Source: an optimization exercise on an open RTL-to-GDS flow (aim: small area, a short achievable clock period and few clock cycles per item). Production flows keep margins and buffers that such runs may drop.
Function was checked by simulation only, so behaviour that the tests miss may differ from the original.

==> amber <==
// FP16_MAC_pipeline
module FP16_MAC_pipeline(
    input [15:0]data_k,
    input [15:0]data_x,
    input [15:0]data_b,
    input rst,
    input input_valid,
    input clk,
    input [1:0]opcode,
    output reg [15:0]data_o,
    output reg output_up,
    output reg [1:0]opcode_o
    );
    wire [15:0] k_0;
    wire [15:0] x_0;
    wire [15:0] b_0;
    wire [1:0] op_0;
    wire v_0;
    assign k_0 = data_k;
    assign x_0 = data_x;
    assign b_0 = data_b;
    assign op_0 = opcode;
    assign v_0 = input_valid;
    wire [10:0] mk_0;
    wire [10:0] mx_0;
    wire [10:0] mb_0;
    wire [4:0] ek_0;
    wire [4:0] ex_0;
    wire [4:0] eb_0;
    wire sp_0;
    wire sb_0;
    wire nzk_dec0 = |k_0[14:10];
    wire nzx_dec0 = |x_0[14:10];
    wire nzb_dec0 = |b_0[14:10];
    assign mk_0 = {nzk_dec0, k_0[9:0]};
    assign mx_0 = {nzx_dec0, x_0[9:0]};
    assign mb_0 = {nzb_dec0, b_0[9:0]};
    assign ek_0 = nzk_dec0 ? k_0[14:10] : {4'd0, |k_0[9:0]};
    assign ex_0 = nzx_dec0 ? x_0[14:10] : {4'd0, |x_0[9:0]};
    assign eb_0 = nzb_dec0 ? b_0[14:10] : {4'd0, |b_0[9:0]};
  ...
Settings: LEC_CHECK=0, CAP_MARGIN=20, CORE_MARGIN=2, CORE_UTILIZATION=60, CTS_CLUSTER_DIAMETER=70, CTS_CLUSTER_SIZE=25, GPL_ROUTABILITY_DRIVEN=0, PLACE_DENSITY=0.75, SETUP_SLACK_MARGIN=3.3, SLEW_MARGIN=20; clock period 6.0 ns.
run.sh (not shown) runs the stock make flow with config.mk's settings and CLKGATE_MAP_FILE= SYNTH_SCRIPT=/design/flow/synth_recipe.tcl, a recipe that flattens the netlist after the stock synthesis.
==> xenon: changes against amber <==
--- a/flow/design.v
+++ b/flow/design.v
@@ -508,22 +508,25 @@
     assign fs107_1 = 1'b1 ^ hs71_1 ^ fc70_1;
     assign fc108_1 = (1'b1 & hs71_1) | (1'b1 & fc70_1) | (hs71_1 & fc70_1);
     assign fs109_1 = ps4_1 ^ pp5_10_1 ^ hc72_1;
     assign fc110_1 = (ps4_1 & pp5_10_1) | (ps4_1 & hc72_1) | (pp5_10_1 & hc72_1);
     assign hs111_1 = pp5_11_1 ^ 1'b1;
     assign hc112_1 = pp5_11_1 & 1'b1;
-    wire [8:0] plo_1;
-    assign plo_1 = {fs83_1, fs81_1, fs79_1, fs77_1, hs75_1, bn1_r1, pp0_1_1, pp0_0_1} + {fc82_1, fc80_1, fc78_1, hc76_1, hc74_1, hs73_1, 1'b0, bn0_r1};
+    reg bn0_r2;
+    reg bn1_r2;
     reg [6:0] e0_r2;
     reg [4:0] eb_r2;
     reg fc100_r2;
     reg fc102_r2;
     reg fc104_r2;
     reg fc106_r2;
     reg fc108_r2;
     reg fc110_r2;
+    reg fc78_r2;
+    reg fc80_r2;
+    reg fc82_r2;
     reg fc84_r2;
     reg fc86_r2;
     reg fc88_r2;
     reg fc90_r2;
     reg fc92_r2;
     reg fc94_r2;
@@ -531,36 +534,50 @@
     reg fc98_r2;
     reg fs101_r2;
     reg fs103_r2;
     reg fs105_r2;
     reg fs107_r2;
     reg fs109_r2;
+    reg fs77_r2;
+    reg fs79_r2;
+    reg fs81_r2;
+    reg fs83_r2;
     reg fs85_r2;
     reg fs87_r2;
     reg fs89_r2;
     reg fs91_r2;
     reg fs93_r2;
     reg fs95_r2;
     reg fs97_r2;
     reg fs99_r2;
+    reg hc74_r2;
+    reg hc76_r2;
     reg hs111_r2;
+    reg hs73_r2;
+    reg hs75_r2;
     reg [10:0] mb_r2;
     reg [1:0] op_r2;
-    reg [8:0] plo_r2;
+    reg pp0_0_r2;
+    reg pp0_1_r2;
     reg sb_r2;
     reg sp_r2;
     reg v_r2;
     always @(posedge clk) begin
+        bn0_r2 <= bn0_r1;
+        bn1_r2 <= bn1_r1;
         e0_r2 <= e0_1;
         eb_r2 <= eb_r1;
         fc100_r2 <= fc100_1;
         fc102_r2 <= fc102_1;
         fc104_r2 <= fc104_1;
         fc106_r2 <= fc106_1;
         fc108_r2 <= fc108_1;
         fc110_r2 <= fc110_1;
+        fc78_r2 <= fc78_1;
+        fc80_r2 <= fc80_1;
+        fc82_r2 <= fc82_1;
         fc84_r2 <= fc84_1;
         fc86_r2 <= fc86_1;
         fc88_r2 <= fc88_1;
         fc90_r2 <= fc90_1;
         fc92_r2 <= fc92_1;
         fc94_r2 <= fc94_1;
@@ -568,46 +585,55 @@
         fc98_r2 <= fc98_1;
         fs101_r2 <= fs101_1;
         fs103_r2 <= fs103_1;
         fs105_r2 <= fs105_1;
         fs107_r2 <= fs107_1;
         fs109_r2 <= fs109_1;
+        fs77_r2 <= fs77_1;
+        fs79_r2 <= fs79_1;
+        fs81_r2 <= fs81_1;
+        fs83_r2 <= fs83_1;
         fs85_r2 <= fs85_1;
         fs87_r2 <= fs87_1;
         fs89_r2 <= fs89_1;
         fs91_r2 <= fs91_1;
         fs93_r2 <= fs93_1;
         fs95_r2 <= fs95_1;
         fs97_r2 <= fs97_1;
         fs99_r2 <= fs99_1;
+        hc74_r2 <= hc74_1;
+        hc76_r2 <= hc76_1;
         hs111_r2 <= hs111_1;
+        hs73_r2 <= hs73_1;
+        hs75_r2 <= hs75_1;
         mb_r2 <= mb_r1;
         op_r2 <= op_r1;
-        plo_r2 <= plo_1;
+        pp0_0_r2 <= pp0_0_1;
+        pp0_1_r2 <= pp0_1_1;
         sb_r2 <= sb_r1;
         sp_r2 <= sp_r1;
         v_r2 <= v_r1 & ~rst;
     end
     wire [21:0] p_2;
-    assign p_2 = {{hs111_r2, fs109_r2, fs107_r2, fs105_r2, fs103_r2, fs101_r2, fs99_r2, fs97_r2, fs95_r2, fs93_r2, fs91_r2, fs89_r2, fs87_r2, fs85_r2} + {fc110_r2, fc108_r2, fc106_r2, fc104_r2, fc102_r2, fc100_r2, fc98_r2, fc96_r2, fc94_r2, fc92_r2, fc90_r2, fc88_r2, fc86_r2, fc84_r2} + plo_r2[8], plo_r2[7:0]};
+    assign p_2 = {hs111_r2, fs109_r2, fs107_r2, fs105_r2, fs103_r2, fs101_r2, fs99_r2, fs97_r2, fs95_r2, fs93_r2, fs91_r2, fs89_r2, fs87_r2, fs85_r2, fs83_r2, fs81_r2, fs79_r2, fs77_r2, hs75_r2, bn1_r2, pp0_1_r2, pp0_0_r2} + {fc110_r2, fc108_r2, fc106_r2, fc104_r2, fc102_r2, fc100_r2, fc98_r2, fc96_r2, fc94_r2, fc92_r2, fc90_r2, fc88_r2, fc86_r2, fc84_r2, fc82_r2, fc80_r2, fc78_r2, hc76_r2, hc74_r2, hs73_r2, 1'b0, bn0_r2};
     wire [4:0] ad_2;
     wire ph_2;
     wire bX_2;
     wire eX_2;
-    wire [5:0] eh_2;
+    wire [6:0] eh_2;
     wire signed [6:0] dd_ctl2 = e0_r2 - {2'b00, eb_r2};
     wire [6:0] nd_ctl2 = -dd_ctl2;
     assign ph_2 = ~dd_ctl2[6];
     assign ad_2 = dd_ctl2[6] ? nd_ctl2[4:0] : dd_ctl2[4:0];
-    assign bX_2 = (dd_ctl2 >= 7'sd22) | (dd_ctl2 <= -7'sd23);
-    assign eX_2 = (dd_ctl2 == 7'sd21) | (dd_ctl2 == -7'sd22);
-    assign eh_2 = ph_2 ? e0_r2[5:0] : {1'b0, eb_r2};
+    assign bX_2 = ph_2 ? (dd_ctl2 >= 7'sd22) : (dd_ctl2 <= -7'sd23);
+    assign eX_2 = ph_2 ? (dd_ctl2 == 7'sd21) : (dd_ctl2 == -7'sd22);
+    assign eh_2 = ph_2 ? e0_r2 : {2'b00, eb_r2};
     reg [4:0] ad_r3;
     reg bX_r3;
     reg eX_r3;
-    reg [5:0] eh_r3;
+    reg [6:0] eh_r3;
     reg [10:0] mb_r3;
     reg [1:0] op_r3;
     reg [21:0] p_r3;
     reg ph_r3;
     reg sb_r3;
     reg sp_r3;
@@ -641,13 +667,13 @@
     assign zs_3 = ph_align3 & p21_align3;
     wire [32:0] lx_align3 = {1'b0, (big_align3 ? 32'd0 : {lo1_align3[31:1], lo1_align3[0] & ~zs_3})} ^ {33{sub_3}};
     wire [32:0] hx_align3 = {hi_align3, 11'd0};
     assign pv_3 = hx_align3 ^ lx_align3;
     assign gv_3 = hi_align3 & lx_align3[32:11];
     assign sh_3 = ph_align3 ? sp_r3 : sb_r3;
-    reg [5:0] eh_r4;
+    reg [6:0] eh_r4;
     reg [21:0] gv_r4;
     reg [1:0] op_r4;
     reg [32:0] pv_r4;
     reg sh_r4;
     reg sub_r4;
     reg v_r4;
@@ -812,13 +838,13 @@
     wire [33:0] s0_addsub4 = {xaddsub4_p22 ^ xaddsub4_g21_4, xaddsub4_p21 ^ xaddsub4_g20_4, xaddsub4_p20 ^ xaddsub4_g19_4, xaddsub4_p19 ^ xaddsub4_g18_4, xaddsub4_p18 ^ xaddsub4_g17_4, xaddsub4_p17 ^ xaddsub4_g16_4, xaddsub4_p16 ^ xaddsub4_g15_3, xaddsub4_p15 ^ xaddsub4_g14_3, xaddsub4_p14 ^ xaddsub4_g13_3, xaddsub4_p13 ^ xaddsub4_g12_3, xaddsub4_p12 ^ xaddsub4_g11_3, xaddsub4_p11 ^ xaddsub4_g10_3, xaddsub4_p10 ^ xaddsub4_g9_3, xaddsub4_p9 ^ xaddsub4_g8_3, xaddsub4_p8 ^ xaddsub4_g7_2, xaddsub4_p7 ^ xaddsub4_g6_2, xaddsub4_p6 ^ xaddsub4_g5_2, xaddsub4_p5 ^ xaddsub4_g4_2, xaddsub4_p4 ^ xaddsub4_g3_1, xaddsub4_p3 ^ xaddsub4_g2_1, xaddsub4_p2 ^ xaddsub4_g1_0, xaddsub4_p1 ^ xaddsub4_g0, xaddsub4_p0, pv_r4[10], pv_r4[9], pv_r4[8], pv_r4[7], pv_r4[6], pv_r4[5], pv_r4[4], pv_r4[3], pv_r4[2], pv_r4[1], pv_r4[0]};
     wire [33:0] s1_addsub4 = {xaddsub4_p22 ^ (xaddsub4_g21_4 | (xaddsub4_q21_4 & c11_addsub4)), xaddsub4_p21 ^ (xaddsub4_g20_4 | (xaddsub4_q20_4 & c11_addsub4)), xaddsub4_p20 ^ (xaddsub4_g19_4 | (xaddsub4_q19_4 & c11_addsub4)), xaddsub4_p19 ^ (xaddsub4_g18_4 | (xaddsub4_q18_4 & c11_addsub4)), xaddsub4_p18 ^ (xaddsub4_g17_4 | (xaddsub4_q17_4 & c11_addsub4)), xaddsub4_p17 ^ (xaddsub4_g16_4 | (xaddsub4_q16_4 & c11_addsub4)), xaddsub4_p16 ^ (xaddsub4_g15_3 | (xaddsub4_q15_3 & c11_addsub4)), xaddsub4_p15 ^ (xaddsub4_g14_3 | (xaddsub4_q14_3 & c11_addsub4)), xaddsub4_p14 ^ (xaddsub4_g13_3 | (xaddsub4_q13_3 & c11_addsub4)), xaddsub4_p13 ^ (xaddsub4_g12_3 | (xaddsub4_q12_3 & c11_addsub4)), xaddsub4_p12 ^ (xaddsub4_g11_3 | (xaddsub4_q11_3 & c11_addsub4)), xaddsub4_p11 ^ (xaddsub4_g10_3 | (xaddsub4_q10_3 & c11_addsub4)), xaddsub4_p10 ^ (xaddsub4_g9_3 | (xaddsub4_q9_3 & c11_addsub4)), xaddsub4_p9 ^ (xaddsub4_g8_3 | (xaddsub4_q8_3 & c11_addsub4)), xaddsub4_p8 ^ (xaddsub4_g7_2 | (xaddsub4_q7_2 & c11_addsub4)), xaddsub4_p7 ^ (xaddsub4_g6_2 | (xaddsub4_q6_2 & c11_addsub4)), xaddsub4_p6 ^ (xaddsub4_g5_2 | (xaddsub4_q5_2 & c11_addsub4)), xaddsub4_p5 ^ (xaddsub4_g4_2 | (xaddsub4_q4_2 & c11_addsub4)), xaddsub4_p4 ^ (xaddsub4_g3_1 | (xaddsub4_q3_1 & c11_addsub4)), xaddsub4_p3 ^ (xaddsub4_g2_1 | (xaddsub4_q2_1 & c11_addsub4)), xaddsub4_p2 ^ (xaddsub4_g1_0 | (xaddsub4_q1_0 & c11_addsub4)), xaddsub4_p1 ^ (xaddsub4_g0 | (xaddsub4_p0 & c11_addsub4)), xaddsub4_p0 ^ c11_addsub4, pv_r4[10] ^ (pv_r4[0] & pv_r4[1] & pv_r4[2] & pv_r4[3] & pv_r4[4] & pv_r4[5] & pv_r4[6] & pv_r4[7] & pv_r4[8] & pv_r4[9]), pv_r4[9] ^ (pv_r4[0] & pv_r4[1] & pv_r4[2] & pv_r4[3] & pv_r4[4] & pv_r4[5] & pv_r4[6] & pv_r4[7] & pv_r4[8]), pv_r4[8] ^ (pv_r4[0] & pv_r4[1] & pv_r4[2] & pv_r4[3] & pv_r4[4] & pv_r4[5] & pv_r4[6] & pv_r4[7]), pv_r4[7] ^ (pv_r4[0] & pv_r4[1] & pv_r4[2] & pv_r4[3] & pv_r4[4] & pv_r4[5] & pv_r4[6]), pv_r4[6] ^ (pv_r4[0] & pv_r4[1] & pv_r4[2] & pv_r4[3] & pv_r4[4] & pv_r4[5]), pv_r4[5] ^ (pv_r4[0] & pv_r4[1] & pv_r4[2] & pv_r4[3] & pv_r4[4]), pv_r4[4] ^ (pv_r4[0] & pv_r4[1] & pv_r4[2] & pv_r4[3]), pv_r4[3] ^ (pv_r4[0] & pv_r4[1] & pv_r4[2]), pv_r4[2] ^ (pv_r4[0] & pv_r4[1]), pv_r4[1] ^ (pv_r4[0]), pv_r4[0] ^ (1'b1)};
     wire neg_addsub4 = sub_r4 & ~(xaddsub4_g22_4 | (xaddsub4_q22_4 & c11_addsub4));
     assign a_4 = ~sub_r4 ? s0_addsub4 : neg_addsub4 ? ~s0_addsub4 : s1_addsub4;
     assign sgn_4 = sh_r4 ^ neg_addsub4;
     reg [33:0] a_r5;
-    reg [5:0] eh_r5;
+    reg [6:0] eh_r5;
     reg [1:0] op_r5;
     reg sgn_r5;
     reg v_r5;
     reg zs_r5;
     always @(posedge clk) begin
         a_r5 <= a_4;
@@ -839,13 +865,13 @@
         for (i_lzc5 = 0; i_lzc5 <= 26; i_lzc5 = i_lzc5 + 1)
             if (q_lzc5[i_lzc5]) lz_lzc5 = 26 - i_lzc5;
     end
     assign s_5 = lz_lzc5;
     assign zero_5 = ~|a_r5[33:8] & ~(a_r5[7] & ~zs_r5);
     reg [33:0] a_r6;
-    reg [5:0] eh_r6;
+    reg [6:0] eh_r6;
     reg [1:0] op_r6;
     reg [4:0] s_r6;
     reg sgn_r6;
     reg v_r6;
     reg zero_r6;
     always @(posedge clk) begin
@@ -856,13 +882,13 @@
         sgn_r6 <= sgn_r5;
         v_r6 <= v_r5 & ~rst;
         zero_r6 <= zero_5;
     end
     wire [10:0] man_6;
     wire rnd_6;
-    wire [5:0] ef_6;
+    wire [6:0] ef_6;
     wire [36:0] z0_shift6 = {a_r6, 3'b000};
     wire [36:10] z16_shift6;
     genvar g16_shift6;
     generate for (g16_shift6 = 10; g16_shift6 <= 36; g16_shift6 = g16_shift6 + 1) begin : l16_shift6
         assign z16_shift6[g16_shift6] = s_r6[4] ? ((g16_shift6 >= 16) ? z0_shift6[g16_shift6 - 16] : 1'b0) : z0_shift6[g16_shift6];
     end endgenerate
@@ -885,14 +911,14 @@
     genvar g1_shift6;
     generate for (g1_shift6 = 25; g1_shift6 <= 36; g1_shift6 = g1_shift6 + 1) begin : l1_shift6
         assign z1_shift6[g1_shift6] = s_r6[0] ? ((g1_shift6 >= 1) ? z2_shift6[g1_shift6 - 1] : 1'b0) : z2_shift6[g1_shift6];
     end endgenerate
     assign man_6 = z1_shift6[36:26];
     assign rnd_6 = z1_shift6[25];
-    assign ef_6 = eh_r6 + 6'd1 - {1'b0, s_r6};
-    reg [5:0] ef_r7;
+    assign ef_6 = eh_r6 + 7'd1 - {2'b00, s_r6};
+    reg [6:0] ef_r7;
     reg [10:0] man_r7;
     reg [1:0] op_r7;
     reg rnd_r7;
     reg sgn_r7;
     reg v_r7;
     reg zero_r7;
@@ -903,13 +929,13 @@
         rnd_r7 <= rnd_6;
         sgn_r7 <= sgn_r6;
         v_r7 <= v_r6 & ~rst;
         zero_r7 <= zero_r6;
     end
     wire [15:0] res_7;
-    wire [16:0] t_round7 = {1'b0, ef_r7, 10'd0} + {6'd0, man_r7} + {16'd0, rnd_r7};
+    wire [16:0] t_round7 = {ef_r7, 10'd0} + {6'd0, man_r7} + {16'd0, rnd_r7};
     assign res_7 = zero_r7 ? 16'd0 :
                    (t_round7[16:10] > 7'd30) ? {sgn_r7, 15'h7bff} :
                    (t_round7 == 17'd0) ? 16'd0 : {sgn_r7, t_round7[14:0]};
 always @(posedge clk) begin
     output_up <= v_r7 & ~rst;
     opcode_o  <= op_r7;
CTS_CLUSTER_DIAMETER = 80   (was 70)
CTS_CLUSTER_SIZE = 30   (was 25)
GPL_ROUTABILITY_DRIVEN = not set   (was 0)
SETUP_SLACK_MARGIN = 3.5   (was 3.3)
TNS_END_PERCENT = 20   (was not set)
==> flow_metrics.py <==
metrics = {
    "run_status": {
        "outcome": "complete, no violations",
    },
    "power_and_ir_drop": {
        "p_seq_w": 0.00432,
        "clock_power_share_pct": 14.4,
    },
    "worst_setup_path": {
        "r2r-end": "plo_r2[8]",
        "critical_path_peak_fanout": 11,
        "max_stage_delay_ns": 0.51,
    },
    "finish": {
        "seq_cell_count": 380,
        "clock_area_share_pct": 3.70,
    },
    "synthesis": {
        "synth_compound_area_share_pct": 14.1,
        "synthCells": 1802,
        "synth_fa_ha_area_share_pct": 12.1,
        "synth-simple-area-share_pct": 11.3,
    },
    "global_routing": {
        "grt_util_all_layers_pct": 23.0,
    },
    "drt": {
        "firstDrtPassIters": 5,
    },
}
[end of results for amber]
==> flow_metrics.py <==
metrics = {
    "power_and_ir_drop": {
        "clock_power_share_pct": 13.1,
        "p_seq_w": 0.00439,
    },
    "synthesis": {
        "synthCells": 1854,
        "synth-simple-area-share_pct": 11.5,
        "synth_compound_area_share_pct": 13.9,
        "synth_fa_ha_area_share_pct": 11.9,
    },
    "worst_setup_path": {
        "critical_path_peak_fanout": 2,
        "max_stage_delay_ns": 0.37,
    },
    "drt": {
        "firstDrtPassIters": 6,
    },
    "global_routing": {
        "grt_util_all_layers_pct": 25.6,
    },
    "finish": {
        "clock_area_share_pct": 2.98,
        "seq_cell_count": 391,
    },
    "run_status": {
        "outcome": "complete, no violations",
    },
}
[end of results for xenon]
Testbench counts of amber, summed over its fixed seeds: cycles 2,112, items 2,048.
Testbench counts of xenon, summed over its fixed seeds: cycles 2,112, items 2,048.

## afterwards: timing with drivers on the ports
The results above use ideal ports. As a check the final layouts listed here were re-extracted and re-timed, cells and wires unchanged.
Step 1 assumes that a clkbuf_16 drives the clock port and a buf_2 every other input.
Step 2 times the ports against the registers' clock, not the clock port: input delays grow and output delays shrink by t, the midpoint of the rising clock arrivals with the driver on.
a / b / c = ideal ports / drivers / drivers and shift; a / b = the first two.
run	shift t [ns]	setup WS [ns]	hold WS [ns]	pins driven straight from the clock port
amber	0.573	3.357 / 3.352 / 3.040	0.329 / 0.329 / 0.329	1
xenon	0.568	3.291 / 3.291 / 2.967	0.328 / 0.328 / 0.328	1
After both steps every run listed still meets setup and hold. For xenon, which loses most, drivers alone change the setup slack by 0.000 ns; drivers and shift together by -0.324 ns.
